This is an optimization exercise on Yosys and OpenROAD, whose aim is small area, not a production implementation. RTL that was checked went through simulation tests only; none was proved equivalent to the original. The flow treats the clock pin as an ideal source. Dropping or thinning the clock tree relies on that and would not hold on a real chip. No activity file was given, so power comes from the tool's default toggle rates.

run R:
==> module gowin_top_entity, before the edit <==
module gowin_top_entity(
    Sys_clk, Beep, Key, Sw, Uart_rxd, Uart_txd, Blue_Led,
    Tri_color_LED_1, Tri_color_LED_2, Tri_color_LED_3, Tri_color_LED_4,
    Dig_Seg_Sel, Seg_Blue_Led
);
    input        Sys_clk;
    output       Beep;
    input  [8:1] Key;
    input  [4:1] Sw;
    input        Uart_rxd;
    output       Uart_txd;
    output [8:1] Blue_Led;
    output [2:0] Tri_color_LED_1;
    output [2:0] Tri_color_LED_2;
    output [2:0] Tri_color_LED_3;
    output [2:0] Tri_color_LED_4;
    output [3:0] Dig_Seg_Sel;
    output [7:0] Seg_Blue_Led;
    wire rst = ~Key[1];
    reg [3:0] u;       
    reg [2:0] q;       
    reg       fl;      
    wire u9 = (u == 4'd9);
    always @(posedge Sys_clk)
        if (rst) begin
            u  <= 4'd5;
            q  <= 3'd0;
            fl <= 1'b1;
        end else begin
            u <= u9 ? 4'd0 : u + 4'd1;
            if (u9) q <= q + 3'd1;
            if (u9 && q == 3'd7) fl <= 1'b0;
        end
    wire rd = ~fl | (q > 3'd2) | ((q == 3'd2) & (u > 4'd1));
    wire hi = fl & ((q < 3'd4) | (q == 3'd4));
    wire [2:0] w8      = {q[1:0], 1'b0} + u[2:0];               
    wire       tick10  = (w8 == 3'd6);                           
    wire       clk1k   = (w8[1:0] == 2'd3) | (w8[1:0] == 2'd0);  
    wire       tick1hz = (q == 3'd4) && (u == 4'd2);             
    wire       latch   = u9 && (q[1:0] == 2'd0) && rd;           
    reg       prev_sw;
    reg [2:0] md;      
    always @(posedge Sys_clk) begin
        if (tick10) prev_sw <= Sw[1];    
        if (rst) md <= 3'b001;
        else if (tick10 && rd && !prev_sw && Sw[1]) md <= {md[1:0], md[2]};
    end
    reg [4:0] hr;
    reg [5:0] mn;
    reg [5:0] sc;
    wire inc_s = ~Sw[1] | (Sw[2] & md[0]);
    wire inc_m = Sw[1] & Sw[2] & md[1];
    wire inc_h = Sw[1] & Sw[2] & md[2];
    wire hr23 = (hr == 5'd23);
    wire mn59 = (mn == 6'd59);
    wire sc59 = (sc == 6'd59);
    wire s_c  = inc_s & sc59;
    wire m_in = inc_m | s_c;
    wire m_c  = m_in & mn59;
    wire h_in = inc_h | m_c;
    always @(posedge Sys_clk)
        if (rst || (tick1hz && h_in && hr23)) begin
            hr <= 5'd0; mn <= 6'd0; sc <= 6'd0;
        end else if (tick1hz) begin
            if (inc_s) sc <= sc59 ? 6'd0 : sc + 6'd1;
            if (m_in)  mn <= mn59 ? 6'd0 : mn + 6'd1;
            if (h_in)  hr <= hr + 5'd1;
        end
    reg [4:0] ah;
    reg [5:0] am;
    wire a_en  = tick10 & rd & Sw[3];
    wire a_m   = ~Key[7] &  Key[8];    
    wire a_h   =  Key[7] & ~Key[8];    
    wire am59  = (am == 6'd59);
    wire ah23  = (ah == 5'd23);
    wire ah_in = a_h | (a_m & am59);
    always @(posedge Sys_clk)
        if (rst) begin
            ah <= 5'd1; am <= 6'd1;
        end else if (a_en && ah_in && ah23) begin
            ah <= 5'd0; am <= 6'd0;
        end else if (a_en) begin
            if (a_m)   am <= am59 ? 6'd0 : am + 6'd1;
            if (ah_in) ah <= ah + 5'd1;
        end
    reg [4:0] cp;      
    wire chime_in = (mn == 6'd0) && (sc != 6'd0) && (sc < 6'd20);
    always @(posedge Sys_clk)
        if (rst) cp <= 5'd23;
        else if (tick10) begin
            if (cp == 5'd23) cp <= chime_in ? 5'd1 : 5'd23;
            else cp <= cp + 5'd1;
        end
    wire chime_out = (cp == 5'd1) | (cp == 5'd2) | (cp == 5'd3) |
                     (cp == 5'd6) | (cp == 5'd7) | (cp == 5'd8) |
                     (cp == 5'd11) | (cp == 5'd12) | (cp == 5'd13);
    reg [5:0] fs;      
    reg [2:0] ft;      
    wire eq = (ah == hr) && (am == mn) && (sc == 6'd0);
    wire f_idle = (fs == 6'd0);
    always @(posedge Sys_clk) begin
        if (rst) fs <= 6'd0;
        else if (tick10) begin
            if (f_idle) begin
                if (eq) fs <= 6'd39;
            end else if (ft == 3'b100)
                fs <= fs - 6'd1;
        end
        if (tick10) ft <= f_idle ? 3'b000 : {ft[1:0], ~ft[1] & ~ft[2]};
    end
    assign Beep = clk1k & (chime_out | fs[0]);
    reg [5:0] px, py;
    reg       dob;       
    reg       m4;
    always @(posedge Sys_clk)
        if (latch) begin
            px  <= Sw[3] ? am : mn;
            py  <= Sw[4] ? (Sw[3] ? 6'd0 : sc) : (Sw[3] ? {1'b0, ah} : {1'b0, hr});
            dob <= Sw[3];
            m4  <= Sw[4];
        end
    wire [1:0] s = q[1:0];
    wire [5:0] pv = (s[1] ^ m4) ? px : py;
    reg  [7:0] seg;
    reg  [3:0] dg;
    always @(*) begin
        dg = s[0] ? (pv % 6'd10) : (pv / 6'd10);
        if (hi)
            seg = !s[1] ? 8'hFF : (s[0] ? 8'h0B : 8'hDF);
        else begin
            case (dg)
                4'd0: seg[6:0] = 7'h40;
                4'd1: seg[6:0] = 7'h79;
                4'd2: seg[6:0] = 7'h24;
                4'd3: seg[6:0] = 7'h30;
                4'd4: seg[6:0] = 7'h19;
                4'd5: seg[6:0] = 7'h12;
                4'd6: seg[6:0] = 7'h02;
                4'd7: seg[6:0] = 7'h78;
                4'd8: seg[6:0] = 7'h00;
                default: seg[6:0] = 7'h10;
            endcase
            seg[7] = ~(dob | ((s == 2'd1) & sc[0]));
        end
    end
    assign Seg_Blue_Led = seg;
    assign Dig_Seg_Sel  = ~(4'b0001 << s);
    assign Blue_Led        = {md, 1'b0, ~Key[8], ~Key[7], 1'b0, sc[0]};
    assign Tri_color_LED_1 = {1'b0, rd, ~Key[1]};
    assign Tri_color_LED_2 = 3'b000;
    assign Tri_color_LED_3 = 3'b000;
    assign Tri_color_LED_4 = md;
    assign Uart_txd        = 1'b1;
endmodule
clock: 40.0 ns
lec_check: 0
cap_margin: 20
core_margin: 2
core_utilization: 60
slew_margin: 20
standard.sh (not shown) runs the stock make flow with config.mk's settings and CLKGATE_MAP_FILE= SYNTH_SCRIPT=/design/flow/synth_recipe.tcl, a recipe that flattens the netlist after the stock synthesis.
==> flow/flow/run.sh <==
#!/bin/bash
# Layout flow: ORFS as in standard.sh, with these changes:
#  - synthesis: the standard flow's synthesis script, but adders are left to ABC
#    (no ha/fa pre-mapping), and ABC maps for area with deeper scripts
#    (flow/abc*.script; the smallest result is kept, see flow/my_synth.tcl);
#    registers are inferred and named as in the standard synthesis;
#  - port buffers use the smallest buffer (buf_1);
#  - one tie cell per constant value, without splitting its fanout;
set -uo pipefail
HERE=$(pwd)
FLOWDIR=$HERE/flow
CFG=${FLOW_CONFIG:-$HERE/config.mk}
export MY_ABC_SCRIPTS="$(ls $FLOWDIR/abc*.script | tr "\n" " ")"
[ -f $FLOWDIR/clk_buf.txt ] && export MY_CLK_BUF="$(cat $FLOWDIR/clk_buf.txt)"
[ -f $FLOWDIR/clk_n.txt ] && export MY_CLK_N="$(cat $FLOWDIR/clk_n.txt)"
EXTRA_MAKE=""
[ -f $FLOWDIR/extra_make.txt ] && EXTRA_MAKE="$(cat $FLOWDIR/extra_make.txt)"
make -C $FLOW_HOME DESIGN_CONFIG=$CFG WORK_HOME=$HERE/orfs CLKGATE_MAP_FILE= \
  SYNTH_SCRIPT=$FLOWDIR/my_synth.tcl ADDER_MAP_FILE= \
  BUFFER_PORTS_ARGS="-buffer_cell sky130_fd_sc_hd__buf_1" \
  PRE_CTS_TCL=$FLOWDIR/pre_cts.tcl SKIP_REPAIR_TIE_FANOUT=1 $EXTRA_MAKE \
  finish > $HERE/make_finish.log 2>&1
status=$?
R=$HERE/orfs/results/${FLOW_PLATFORM:-sky130hd}/gowin_top_entity/base
if [[ -f $R/6_final.odb ]]; then
  : # left out here: write the final layout as DEF
fi
exit $status
Other scripts of this flow, unchanged in this note and not shown: flow/flow/abc01.script, flow/flow/abc02.script, flow/flow/abc03.script, flow/flow/abc04.script, flow/flow/abc05.script, flow/flow/abc06.script, flow/flow/abc07.script, flow/flow/abc08.script, flow/flow/abc09.script, flow/flow/abc10.script, flow/flow/clk_buf.txt, flow/flow/clk_n.txt, flow/flow/my_synth.tcl, flow/flow/pre_cts.tcl
--- input diff run R..run K ---
--- a/flow/design.v
+++ b/flow/design.v
@@ -40,9 +40,10 @@
     wire       latch   = u9 && (q[1:0] == 2'd0) && rd;           
     reg       prev_sw;
-    reg [2:0] md;      
+    reg [1:0] mb;      
+    wire [2:0] md = {mb[1], mb[0], ~mb[1] & ~mb[0]};    
     always @(posedge Sys_clk) begin
         if (tick10) prev_sw <= Sw[1];    
-        if (rst) md <= 3'b001;
-        else if (tick10 && rd && !prev_sw && Sw[1]) md <= {md[1:0], md[2]};
+        if (rst) mb <= 2'd0;
+        else if (tick10 && rd && !prev_sw && Sw[1]) mb <= {mb[0], ~mb[1] & ~mb[0]};
     end
     reg [4:0] hr;
@@ -104,22 +105,20 @@
             if (f_idle) begin
                 if (eq) fs <= 6'd39;
-            end else if (ft == 3'b100)
+            end else if (ft == 3'd0)
                 fs <= fs - 6'd1;
         end
-        if (tick10) ft <= f_idle ? 3'b000 : {ft[1:0], ~ft[1] & ~ft[2]};
+        if (tick10) ft <= (f_idle || ft == 3'd0) ? 3'd4 : ft - 3'd1;
     end
     assign Beep = clk1k & (chime_out | fs[0]);
-    reg [5:0] px, py;
+    reg [5:0] p1, p2;    
     reg       dob;       
-    reg       m4;
     always @(posedge Sys_clk)
         if (latch) begin
-            px  <= Sw[3] ? am : mn;
-            py  <= Sw[4] ? (Sw[3] ? 6'd0 : sc) : (Sw[3] ? {1'b0, ah} : {1'b0, hr});
+            p1  <= Sw[4] ? (Sw[3] ? am : mn) : (Sw[3] ? {1'b0, ah} : {1'b0, hr});
+            p2  <= Sw[4] ? (Sw[3] ? 6'd0 : sc) : (Sw[3] ? am : mn);
             dob <= Sw[3];
-            m4  <= Sw[4];
         end
     wire [1:0] s = q[1:0];
-    wire [5:0] pv = (s[1] ^ m4) ? px : py;
+    wire [5:0] pv = s[1] ? p2 : p1;
     reg  [7:0] seg;
     reg  [3:0] dg;
==> comparison <==
Comparing run R and run K, the higher largest stage delay on the critical path was measured on run K. Going from run R to run K, core utilization went up; sequential share of layout area lower; largest voltage drop on the vdd net lost 13%. Changes observed in run K relative to run R: multi-input gate share of total cell area went up 1.6 points, global-route usage went up 1.0 points, flop-to-flop setup slack went down 0.16 ns, synthesized cell area went down about 0.8%, cell-internal power went down 0.0022 mW. Per the comparison of run K with run R, leakage power figure saw a decrease; worst setup slack saw a decrease; cell area saw a decrease.
No functional check of the RTL was part of run R. No run of this note takes its clock network from TritonCTS; it comes from the design's own scripts or RTL.

== trial 79 ==
gowin_top_entity, a different RTL version from the one above (not shown whole).
Size in the first run: ~420 cells after synthesis, ~48 I/O pins.
==> module gowin_top_entity, before the edit <==
module gowin_top_entity(
    Sys_clk, Beep, Key, Sw, Uart_rxd, Uart_txd, Blue_Led,
    Tri_color_LED_1, Tri_color_LED_2, Tri_color_LED_3, Tri_color_LED_4,
    Dig_Seg_Sel, Seg_Blue_Led
);
    input        Sys_clk;
    output       Beep;
    input  [8:1] Key;
    input  [4:1] Sw;
    input        Uart_rxd;
    output       Uart_txd;
    output [8:1] Blue_Led;
    output [2:0] Tri_color_LED_1;
    output [2:0] Tri_color_LED_2;
    output [2:0] Tri_color_LED_3;
    output [2:0] Tri_color_LED_4;
    output [3:0] Dig_Seg_Sel;
    output [7:0] Seg_Blue_Led;
    wire rst = ~Key[1];
    reg [3:0] u;       
    reg [2:0] q;       
    reg       fl;      
    wire u9 = (u == 4'd9);
    always @(posedge Sys_clk)
        if (rst) begin
            u  <= 4'd5;
            q  <= 3'd0;
            fl <= 1'b1;
        end else begin
            u <= u9 ? 4'd0 : u + 4'd1;
            if (u9) q <= q + 3'd1;
            if (u9 && q == 3'd7) fl <= 1'b0;
        end
    wire rd = ~fl | (q > 3'd2) | ((q == 3'd2) & (u > 4'd1));
    wire hi = fl & ((q < 3'd4) | (q == 3'd4));
    wire [2:0] w8      = {q[1:0], 1'b0} + u[2:0];               
    wire       tick10  = (w8 == 3'd6);                           
    wire       clk1k   = (w8[1:0] == 2'd3) | (w8[1:0] == 2'd0);  
    wire       tick1hz = (q == 3'd4) && (u == 4'd2);             
    wire       latch   = u9 && (q[1:0] == 2'd0) && rd;           
    reg       prev_sw;
    reg [2:0] md;      
    always @(posedge Sys_clk) begin
        if (tick10) prev_sw <= Sw[1];    
        if (rst) md <= 3'b001;
        else if (tick10 && rd && !prev_sw && Sw[1]) md <= {md[1:0], md[2]};
    end
    reg [4:0] hr;
    reg [5:0] mn;
    reg [5:0] sc;
    wire inc_s = ~Sw[1] | (Sw[2] & md[0]);
    wire inc_m = Sw[1] & Sw[2] & md[1];
    wire inc_h = Sw[1] & Sw[2] & md[2];
    wire hr23 = (hr == 5'd23);
    wire mn59 = (mn == 6'd59);
    wire sc59 = (sc == 6'd59);
    wire s_c  = inc_s & sc59;
    wire m_in = inc_m | s_c;
    wire m_c  = m_in & mn59;
    wire h_in = inc_h | m_c;
    always @(posedge Sys_clk)
        if (rst || (tick1hz && h_in && hr23)) begin
            hr <= 5'd0; mn <= 6'd0; sc <= 6'd0;
        end else if (tick1hz) begin
            if (inc_s) sc <= sc59 ? 6'd0 : sc + 6'd1;
            if (m_in)  mn <= mn59 ? 6'd0 : mn + 6'd1;
            if (h_in)  hr <= hr + 5'd1;
        end
    reg [4:0] ah;
    reg [5:0] am;
    wire a_en  = tick10 & rd & Sw[3];
    wire a_m   = ~Key[7] &  Key[8];    
    wire a_h   =  Key[7] & ~Key[8];    
    wire am59  = (am == 6'd59);
    wire ah23  = (ah == 5'd23);
    wire ah_in = a_h | (a_m & am59);
    always @(posedge Sys_clk)
        if (rst) begin
            ah <= 5'd1; am <= 6'd1;
        end else if (a_en && ah_in && ah23) begin
            ah <= 5'd0; am <= 6'd0;
        end else if (a_en) begin
            if (a_m)   am <= am59 ? 6'd0 : am + 6'd1;
            if (ah_in) ah <= ah + 5'd1;
        end
    reg [4:0] cp;      
    wire chime_in = (mn == 6'd0) && (sc != 6'd0) && (sc < 6'd20);
    always @(posedge Sys_clk)
        if (rst) cp <= 5'd23;
        else if (tick10) begin
            if (cp == 5'd23) cp <= chime_in ? 5'd1 : 5'd23;
            else cp <= cp + 5'd1;
        end
    wire chime_out = (cp == 5'd1) | (cp == 5'd2) | (cp == 5'd3) |
                     (cp == 5'd6) | (cp == 5'd7) | (cp == 5'd8) |
                     (cp == 5'd11) | (cp == 5'd12) | (cp == 5'd13);
    reg [5:0] fs;      
    reg [2:0] ft;      
    wire eq = (ah == hr) && (am == mn) && (sc == 6'd0);
    wire f_idle = (fs == 6'd0);
    always @(posedge Sys_clk) begin
        if (rst) fs <= 6'd0;
        else if (tick10) begin
            if (f_idle) begin
                if (eq) fs <= 6'd39;
            end else if (ft == 3'b100)
                fs <= fs - 6'd1;
        end
        if (tick10) ft <= f_idle ? 3'b000 : {ft[1:0], ~ft[1] & ~ft[2]};
    end
    assign Beep = clk1k & (chime_out | fs[0]);
    reg [5:0] p1, p2;    
    reg       dob;       
    always @(posedge Sys_clk)
        if (latch) begin
            p1  <= Sw[4] ? (Sw[3] ? am : mn) : (Sw[3] ? {1'b0, ah} : {1'b0, hr});
            p2  <= Sw[4] ? (Sw[3] ? 6'd0 : sc) : (Sw[3] ? am : mn);
            dob <= Sw[3];
        end
    wire [1:0] s = q[1:0];
    wire [5:0] pv = s[1] ? p2 : p1;
    reg  [7:0] seg;
    reg  [3:0] dg;
    always @(*) begin
        dg = s[0] ? (pv % 6'd10) : (pv / 6'd10);
        if (hi)
            seg = !s[1] ? 8'hFF : (s[0] ? 8'h0B : 8'hDF);
        else begin
            case (dg)
                4'd0: seg[6:0] = 7'h40;
                4'd1: seg[6:0] = 7'h79;
                4'd2: seg[6:0] = 7'h24;
                4'd3: seg[6:0] = 7'h30;
                4'd4: seg[6:0] = 7'h19;
                4'd5: seg[6:0] = 7'h12;
                4'd6: seg[6:0] = 7'h02;
                4'd7: seg[6:0] = 7'h78;
                4'd8: seg[6:0] = 7'h00;
                default: seg[6:0] = 7'h10;
            endcase
            seg[7] = ~(dob | ((s == 2'd1) & sc[0]));
        end
    end
    assign Seg_Blue_Led = seg;
    assign Dig_Seg_Sel  = ~(4'b0001 << s);
    assign Blue_Led        = {md, 1'b0, ~Key[8], ~Key[7], 1'b0, sc[0]};
    assign Tri_color_LED_1 = {1'b0, rd, ~Key[1]};
    assign Tri_color_LED_2 = 3'b000;
    assign Tri_color_LED_3 = 3'b000;
    assign Tri_color_LED_4 = md;
    assign Uart_txd        = 1'b1;
endmodule
clock: 40.0 ns
lec_check: 0
cap_margin: 20
core_margin: 2
core_utilization: 60
slew_margin: 20
Scripts as last shown in full above: flow/flow/run.sh
Other scripts of this flow, unchanged in this note and not shown: flow/flow/abc1.script, flow/flow/abc2.script, flow/flow/abc3.script, flow/flow/abc4.script, flow/flow/abc5.script, flow/flow/abc6.script, flow/flow/clk_buf.txt, flow/flow/clk_n.txt, flow/flow/my_synth.tcl, flow/flow/pre_cts.tcl
diff inputs: trial 79 => trial 70
-- flow/design.v --
<<< trial 79, line 40
    wire       latch   = u9 && (q[1:0] == 2'd0) && rd;           
    reg       prev_sw;
    reg [2:0] md;      
    always @(posedge Sys_clk) begin
        if (tick10) prev_sw <= Sw[1];    
        if (rst) md <= 3'b001;
        else if (tick10 && rd && !prev_sw && Sw[1]) md <= {md[1:0], md[2]};
    end
    reg [4:0] hr;
>>> trial 70, line 40
    wire       latch   = u9 && (q[1:0] == 2'd0) && rd;           
    reg       prev_sw;
    reg [1:0] mb;      
    wire [2:0] md = {mb[1], mb[0], ~mb[1] & ~mb[0]};    
    always @(posedge Sys_clk) begin
        if (tick10) prev_sw <= Sw[1];    
        if (rst) mb <= 2'd0;
        else if (tick10 && rd && !prev_sw && Sw[1]) mb <= {mb[0], ~mb[1] & ~mb[0]};
    end
    reg [4:0] hr;
<<< trial 79, line 87
    wire chime_in = (mn == 6'd0) && (sc != 6'd0) && (sc < 6'd20);
    always @(posedge Sys_clk)
        if (rst) cp <= 5'd23;
        else if (tick10) begin
            if (cp == 5'd23) cp <= chime_in ? 5'd1 : 5'd23;
            else cp <= cp + 5'd1;
        end
    wire chime_out = (cp == 5'd1) | (cp == 5'd2) | (cp == 5'd3) |
                     (cp == 5'd6) | (cp == 5'd7) | (cp == 5'd8) |
                     (cp == 5'd11) | (cp == 5'd12) | (cp == 5'd13);
    reg [5:0] fs;      
    reg [2:0] ft;      
>>> trial 70, line 88
    wire chime_in = (mn == 6'd0) && (sc != 6'd0) && (sc < 6'd20);
    always @(posedge Sys_clk)
        if (rst) cp <= 5'd31;
        else if (tick10) begin
            if (cp == 5'd31) cp <= chime_in ? 5'd9 : 5'd31;
            else cp <= cp + 5'd1;
        end
    wire chime_out = (cp == 5'd9) | (cp == 5'd10) | (cp == 5'd11) |
                     (cp == 5'd14) | (cp == 5'd15) | (cp == 5'd16) |
                     (cp == 5'd19) | (cp == 5'd20) | (cp == 5'd21);
    reg [5:0] fs;      
    reg [2:0] ft;      
==> comparison <==
Trial 70 ran to completion and came out clean on the timing, design-rule and antenna checks.
Between trial 79 and trial 70, the maximum frequency does not differ in any meaningful way.
Against trial 79, trial 70 reports a cell count of the worst reg-to-reg path that is higher.
The fraction of power consumed by the clock network of trial 70 falls short of that of trial 79 by 0.3 points.
Taking trial 79 as the reference, in trial 70 via count climbed 95, hold slack saw a decrease, standby leakage power dropped about 4%, sum of net half-perimeters after detailed placement went up by 7.1%.
The basic-gate share of the synthesized area counting and, or, nand and nor cells in trial 70 sits 1.4 points below the value recorded for trial 79.
On die outline height, trial 70 tracks trial 79 almost exactly.
Fraction of power spent switching nets: trial 70 higher than trial 79
Going from trial 79 to trial 70, worst setup margin has decreased, flip-flop and latch count saw a decrease, average size of a mapped cell level, number of DRC markers in iteration 0 moved down.
In every run of this note, the design's own scripts or RTL, not TritonCTS, make the clock network.

static timing again, ports no longer ideal:
In the flow no input, the clock included, has a driving cell. The finished layouts below were timed again as built, in two steps. Step 1 sets driving cells, clkbuf_16 on the clock port and buf_2 on the other inputs (assumed; they add their load-dependent delay and slew). Step 2 adds t to the input delays and takes it off the output delays; t is the mean of the earliest and latest rising clock arrival at the registers after step 1. Input paths then give back, and output paths get back, about the clock's delay inside the block. a / b / c = ideal / step 1 / step 2; a / b = the first two.
run	t (ns)	setup slack, ns	hold WS [ns]
run R	0.199	23.013 / 22.992 / 22.992	0.467 / 0.467 / 0.467
run K	0.195	22.486 / 22.460 / 22.460	0.464 / 0.464 / 0.464
trial 79	0.193	22.529 / 22.505 / 22.505	0.460 / 0.460 / 0.460
trial 70	0.198	22.506 / 22.482 / 22.482	0.432 / 0.432 / 0.432
After both steps setup and hold are still met in every run listed. For run K, which loses most, drivers alone change the setup slack by -0.026 ns; drivers and shift together by -0.026 ns.
